Source: an optimization exercise on an open RTL-to-GDS flow (aim: small area, a short achievable clock period and few clock cycles per item). Production flows keep margins and buffers that such runs may drop. At most, simulation tests tie the RTL to the original design; equivalence was not proved.

## run 1
==> flow/design.v (excerpt) <==
module future_enc(
	input clk,
	input rst,
	input start,
	input [0:63] pt,
	input [0:63] key0,
	input [0:63] key1,
	input [0:63] rc,
	output [0:63] ct,
	output busy,
	output done
	);
clock: 4.0 ns
lec_check: 0
cap_margin: 20
core_margin: 2
core_utilization: 60
cts_cluster_diameter: 150
cts_cluster_size: 24
setup_slack_margin: 1.3
slew_margin: 20
standard.sh (not shown) runs the stock make flow with config.mk's settings and CLKGATE_MAP_FILE= SYNTH_SCRIPT=/design/flow/synth_recipe.tcl, a recipe that flattens the netlist after the stock synthesis.
==> flow/flow/run.sh <==
#!/bin/bash
# Standard ORFS layout (the standard.sh, standard synthesis unchanged), with the
# port buffers that buffer_ports inserts made the smallest buffer instead of
# the default choice.
set -euo pipefail
bash standard.sh BUFFER_PORTS_ARGS="-buffer_cell sky130_fd_sc_hd__buf_1" REMOVE_ABC_BUFFERS=1 finish > standard.log 2>&1
Per the final summary, run 1 finished and its layout is clean on timing, DRC and antenna.
Testbench counts of run 1, summed over its fixed seeds: cycles 1,408, items 128.
Changes in run 2 relative to run 1:
# run 1
export LEC_CHECK = 0
export CAP_MARGIN = 20
export CORE_MARGIN = 2
export CORE_UTILIZATION = 60
export CTS_CLUSTER_DIAMETER = 150
export CTS_CLUSTER_SIZE = 24
export SETUP_SLACK_MARGIN = 1.3
export SLEW_MARGIN = 20
create_clock -name core_clock -period 4.0 [get_ports {clk}]
# run 2
export LEC_CHECK = 0
export CAP_MARGIN = 20
export CORE_MARGIN = 2
export CORE_UTILIZATION = 65
export CTS_CLUSTER_DIAMETER = 150
export CTS_CLUSTER_SIZE = 24
export SETUP_SLACK_MARGIN = 1.3
export SLEW_MARGIN = 20
create_clock -name core_clock -period 4.0 [get_ports {clk}]
==> flow/flow/run.sh <==
#!/bin/bash
# Standard ORFS layout (the standard.sh, standard synthesis unchanged), with the
# port buffers that buffer_ports inserts made the smallest buffer instead of
# the default choice.
set -euo pipefail
bash standard.sh BUFFER_PORTS_ARGS="-buffer_cell sky130_fd_sc_hd__buf_1" SKIP_CTS_REPAIR_TIMING=1 finish > standard.log 2>&1
Results
- Run 2 vs run 1 — worst setup slack rose 0.047 ns.
- Compared run 2 against run 1; clock latency of the later-clocked register in the worst-skew pair within noise.
- Run 2 against run 1: number of non-filler instances in the completed layout saw an increase, final area held steady.
Edits applied to the flow inputs when going from run 2 to run 3:
# run 2
export LEC_CHECK = 0
export CAP_MARGIN = 20
export CORE_MARGIN = 2
export CORE_UTILIZATION = 65
export CTS_CLUSTER_DIAMETER = 150
export CTS_CLUSTER_SIZE = 24
export SETUP_SLACK_MARGIN = 1.3
export SLEW_MARGIN = 20
create_clock -name core_clock -period 4.0 [get_ports {clk}]
# run 3
export LEC_CHECK = 0
export CAP_MARGIN = 20
export CORE_MARGIN = 2
export CORE_UTILIZATION = 60
export CTS_CLUSTER_DIAMETER = 150
export CTS_CLUSTER_SIZE = 24
export SETUP_SLACK_MARGIN = 1.2
export SLEW_MARGIN = 20
create_clock -name core_clock -period 4.0 [get_ports {clk}]
==> flow/flow/run.sh <==
#!/bin/bash
# Standard ORFS layout (the standard.sh, standard synthesis unchanged), with the
# port buffers that buffer_ports inserts made the smallest buffer instead of
# the default choice.
set -euo pipefail
bash standard.sh BUFFER_PORTS_ARGS="-buffer_cell sky130_fd_sc_hd__buf_1" finish > standard.log 2>&1
Compared with run 2, in run 3 summed area of non-filler cells in the final layout decreased by 1.8% relative to the old numbers, HPWL after detailed placement increased by 250 um relative to the old numbers, clock-buffer cell count decreased by 1 relative to the old numbers.
Run 3 and run 2 ended up with roughly the same number of antenna cells inserted.
Of run 2 and run 3, run 2 shows the higher wire length, with run 3 below it.
Edits applied to the flow inputs when going from run 3 to run 4:
# run 3
export LEC_CHECK = 0
export CAP_MARGIN = 20
export CORE_MARGIN = 2
export CORE_UTILIZATION = 60
export CTS_CLUSTER_DIAMETER = 150
export CTS_CLUSTER_SIZE = 24
export SETUP_SLACK_MARGIN = 1.2
export SLEW_MARGIN = 20
create_clock -name core_clock -period 4.0 [get_ports {clk}]
# run 4
export LEC_CHECK = 0
export CAP_MARGIN = 20
export CORE_MARGIN = 2
export CORE_UTILIZATION = 50
export CTS_CLUSTER_DIAMETER = 150
export CTS_CLUSTER_SIZE = 24
export SETUP_SLACK_MARGIN = 1.4
export SLEW_MARGIN = 20
create_clock -name core_clock -period 4.0 [get_ports {clk}]
Results
As far as synthesized cell count goes, run 4 and run 3 are indistinguishable; the numbers are identical. Every run (run 3 and run 4) finished clean. Diff run 3 -> run 4: final area saw an increase; met3 wirelength from detailed routing saw a decrease.

========
== job 175 ==
future_enc, a different RTL version from the one above (not shown whole).
Size in the first run: roughly 1400 cells after synthesis, ~260 flip-flops.
Settings: LEC_CHECK=0, CAP_MARGIN=20, CORE_MARGIN=2, CORE_UTILIZATION=40, SLEW_MARGIN=20; clock period 4.0 ns.
==> flow/flow/run.sh <==
#!/bin/bash
# Standard ORFS layout (the standard.sh, standard synthesis unchanged), with the
# port buffers that buffer_ports inserts made the smallest buffer instead of
# the default choice.
set -euo pipefail
bash standard.sh BUFFER_PORTS_ARGS="-buffer_cell sky130_fd_sc_hd__buf_1" finish > standard.log 2>&1
[inputs] job 3421 vs job 175
Settings: setting SETUP_SLACK_MARGIN to 1.5 for the first time.
Notes after the runs:
Delta (job 3421 minus job 175): number of buffers added by the clock tree synthesis step up about 13%; total area of multi-input combinational cells now larger; clock period minus final worst setup slack went down 450 ps. Job 175 → job 3421: wire length of the first global-routing pass moved up, post-layout net count moved up, final routed wirelength across all metal layers moved up. The length of routed wiring on met1 of job 3421 is higher than that of job 175. Part of the cycle the worst path needs (job 3421 over job 175): decrease, 11 points. Comparing job 3421 and job 175, the lower post-CTS setup repair buffer count was measured on job 175. Job 175 was routed with fewer vias than job 3421.
Input changes introduced in job 754 (baseline for comparison: job 3421):
Settings: CORE_UTILIZATION: 40 -> 60.
## What came out
From job 3421 to job 754, count of sequential standard cells did not move at all. Compared with job 3421, in job 754 multi-input combinational cell count now sits at about the same level, setup slack now sits higher. Job 754 vs job 3421: hold slack up. Diff job 754..job 3421 | maximum clock insertion buffer count | unchanged.
Function was not checked in any run of this note: the RTL went through the layout flow alone.

========
the baseline:
Another version of the RTL of future_enc (not shown whole).
For scale: about 1500 cells after synthesis, about 260 flip-flops, roughly 330 I/O pins.
==> flow/design.v (excerpt) <==
module future_enc(
	input clk,
	input rst,
	input start,
	input [0:63] pt,
	input [0:63] key0,
	input [0:63] key1,
	input [0:63] rc,
	output [0:63] ct,
	output busy,
	output done
	);
make LEC_CHECK=0 ABC_CLOCK_PERIOD_IN_PS=2000 CAP_MARGIN=20 CORE_MARGIN=2 CORE_UTILIZATION=55 SETUP_SLACK_MARGIN=1.5 SLEW_MARGIN=20 finish   # period 4.0 ns
run.sh (not shown) runs the stock make flow with config.mk's settings and CLKGATE_MAP_FILE= SYNTH_SCRIPT=/design/flow/synth_recipe.tcl, a recipe that flattens the netlist after the stock synthesis.
Stock flow here: none of the scripts above is used.
Testbench counts of the baseline, summed over its fixed seeds: cycles 1,408, items 128.
The following lists how the candidate was set up differently from the baseline:
Settings: ABC_CLOCK_PERIOD_IN_PS: 2000 -> unset.
==> summary.txt <==
- Any difference in total wire length after detailed routing between the baseline and the candidate is small enough to ignore.
- Pin count of the biggest net entering global routing came out exactly the same in the baseline and the candidate.
- Per the comparison of the candidate with the baseline, die area closely matched the old numbers, number of global-route vias before repair has remained practically unchanged.

========
Setup of run A:
Another version of the RTL of future_enc (not shown whole).
Size in the first run: roughly 1200 cells after synthesis, ~260 flip-flops, about 15000 sq um of cells after synthesis.
export LEC_CHECK = 0
export CAP_MARGIN = 5
export CORE_MARGIN = 2
export CORE_UTILIZATION = 60
export SETUP_SLACK_MARGIN = 1.3
export SLEW_MARGIN = 5
create_clock -name core_clock -period 4.0 [get_ports {clk}]
standard.sh (not shown) runs the stock make flow with config.mk's settings and CLKGATE_MAP_FILE= SYNTH_SCRIPT=/design/flow/synth_recipe.tcl, a recipe that flattens the netlist after the stock synthesis.
Scripts as last shown in full above: flow/flow/run.sh
Run A finished every stage and its layout cleared the timing, design-rule and antenna checks.
Testbench counts of run A, summed over its fixed seeds: cycles 1,408, items 128.
diff inputs: run A => run B
==> flow/config.mk <==
export PLATFORM = sky130hd
export DESIGN_NAME = future_enc
export DESIGN_NICKNAME = future_enc
export VERILOG_FILES = /design/flow/design.v
export SDC_FILE = /design/flow/constraint.sdc
export NUM_CORES = 4
export LEC_CHECK = 0
export CAP_MARGIN = 20
export CORE_MARGIN = 2
export CORE_UTILIZATION = 75
export CTS_CLUSTER_DIAMETER = 150
export CTS_CLUSTER_SIZE = 24
export SETUP_SLACK_MARGIN = 1.45
export SLEW_MARGIN = 20
### Flow results
- Run B: all stages complete, timing, DRC and antenna checks passed
- Compared with run A, met1 routed wirelength after detailed routing in run B decreased by a few percent.
- Lower largest driver fanout on the critical path among run B and run A: run B
- Diff run A -> run B: count of non-CTS buffers in the layout shows an increase of 27%; ratio of final minimum period to clock period increased by 2.3 points relative to the old numbers; final instance area increased by 510 sq um relative to the old numbers; placed instance count now sits lower.
- The post-layout instance count excluding filler cells was comparable across run B and run A.
- The fraction of the yosys area taken by sequential cells of run B and that of run A are within noise of each other.
Changes in run C relative to run B:
-- flow/config.mk --
<<< run B, line 8
export CAP_MARGIN = 20
export CORE_MARGIN = 2
export CORE_UTILIZATION = 75
export CTS_CLUSTER_DIAMETER = 150
export CTS_CLUSTER_SIZE = 24
export SETUP_SLACK_MARGIN = 1.45
export SLEW_MARGIN = 20
>>> run C, line 8
export CAP_MARGIN = 20
export CORE_MARGIN = 2
export CORE_UTILIZATION = 60
export CTS_BUF_LIST = sky130_fd_sc_hd__clkbuf_8
export SETUP_SLACK_MARGIN = 1.3
export SLEW_MARGIN = 20
### Flow results
Having completed the whole flow, run C delivered a layout that passed the timing, design-rule and antenna checks.
[compare] base=run B new=run C: time the final worst path needs with I/O delays and setup decreased 0.10 ns.
Run B vs run C, dominant kind of cell by area: multi-input gates vs registers
Sort run C and run B by overall die width asc -> top: run B
Cell count after synthesis delta (run B -> run C): insignificant
--- input diff run C..run D ---
-- flow/config.mk --
<<< run C, line 8
export CAP_MARGIN = 20
export CORE_MARGIN = 2
export CORE_UTILIZATION = 60
export CTS_BUF_LIST = sky130_fd_sc_hd__clkbuf_8
export SETUP_SLACK_MARGIN = 1.3
export SLEW_MARGIN = 20
>>> run D, line 8
export CAP_MARGIN = 20
export CORE_MARGIN = 2
export CORE_UTILIZATION = 40
export SETUP_SLACK_MARGIN = 0.5
export SLEW_MARGIN = 20
## What came out
In the reports for run C and run D, the larger via count belongs to run C.
For the die area, run D came in 49% higher than run C did.
NOTE: arrival time at the worst endpoint in run D exceeds that of run C
Worst hold margin (higher): run D
Run C ended up with Y[9] as its critical path launch point; run D ended up with rcon.
Between run C and run D, post-CTS setup-driven buffer insertion count decreased.
Against run C, non-clock buffer count in run D fell by a few percent.

## separate check: timing with driven ports
The flow's constraints put no driver on any port. The routed layouts listed below were extracted and timed again, unchanged, in two steps. Step 1: set_driving_cell puts a clkbuf_16 on clk and a buf_2 on each other input, an assumption about the parent block. Step 2 adds t to the input delays and takes it off the output delays; t is the mean of the earliest and latest rising clock arrival at the registers after step 1. Input paths then give back, and output paths get back, about the clock's delay inside the block. a / b / c = ideal / step 1 / step 2; a / b = the first two.
| run | t, ns | setup WS [ns] | hold slack, ns | clock arrival spread, ns |
|---|---|---|---|---|
| run 1 | 0.546 | 1.260 / 1.260 / 1.260 | 0.457 / 0.427 / 0.501 | 0.016 / 0.016 |
| run 2 | 0.555 | 1.306 / 1.306 / 1.306 | 0.447 / 0.423 / 0.515 | 0.018 / 0.018 |
| run 3 | 0.546 | 1.181 / 1.181 / 1.181 | 0.454 / 0.427 / 0.500 | 0.021 / 0.021 |
| run 4 | 0.551 | 1.383 / 1.383 / 1.335 | 0.452 / 0.425 / 0.500 | 0.019 / 0.020 |
| job 175 | 0.629 | 0.875 / 0.821 / 1.059 | 0.380 / 0.354 / 0.473 | 0.015 / 0.015 |
| job 3421 | 0.601 | 1.322 / 1.268 / 1.300 | 0.406 / 0.380 / 0.471 | 0.025 / 0.025 |
| job 754 | 0.599 | 1.327 / 1.277 / 1.258 | 0.409 / 0.382 / 0.476 | 0.017 / 0.016 |
| the baseline | 0.631 | 1.218 / 1.164 / 1.122 | 0.499 / 0.499 / 0.499 | 0.026 / 0.026 |
| the candidate | 0.631 | 1.218 / 1.164 / 1.122 | 0.499 / 0.499 / 0.499 | 0.026 / 0.026 |
| run A | 0.597 | 1.279 / 1.279 / 1.142 | 0.408 / 0.381 / 0.468 | 0.017 / 0.017 |
| run B | 0.557 | 1.188 / 1.188 / 1.188 | 0.435 / 0.409 / 0.521 | 0.036 / 0.036 |
| run C | 0.609 | 1.289 / 1.289 / 1.145 | 0.394 / 0.375 / 0.467 | 0.020 / 0.020 |
| run D | 0.587 | 0.827 / 0.827 / 0.827 | 0.424 / 0.396 / 0.467 | 0.020 / 0.020 |
After both steps setup and hold are still met in every run listed. For run C, which loses most, drivers alone change the setup slack by 0.000 ns; drivers and shift together by -0.144 ns.
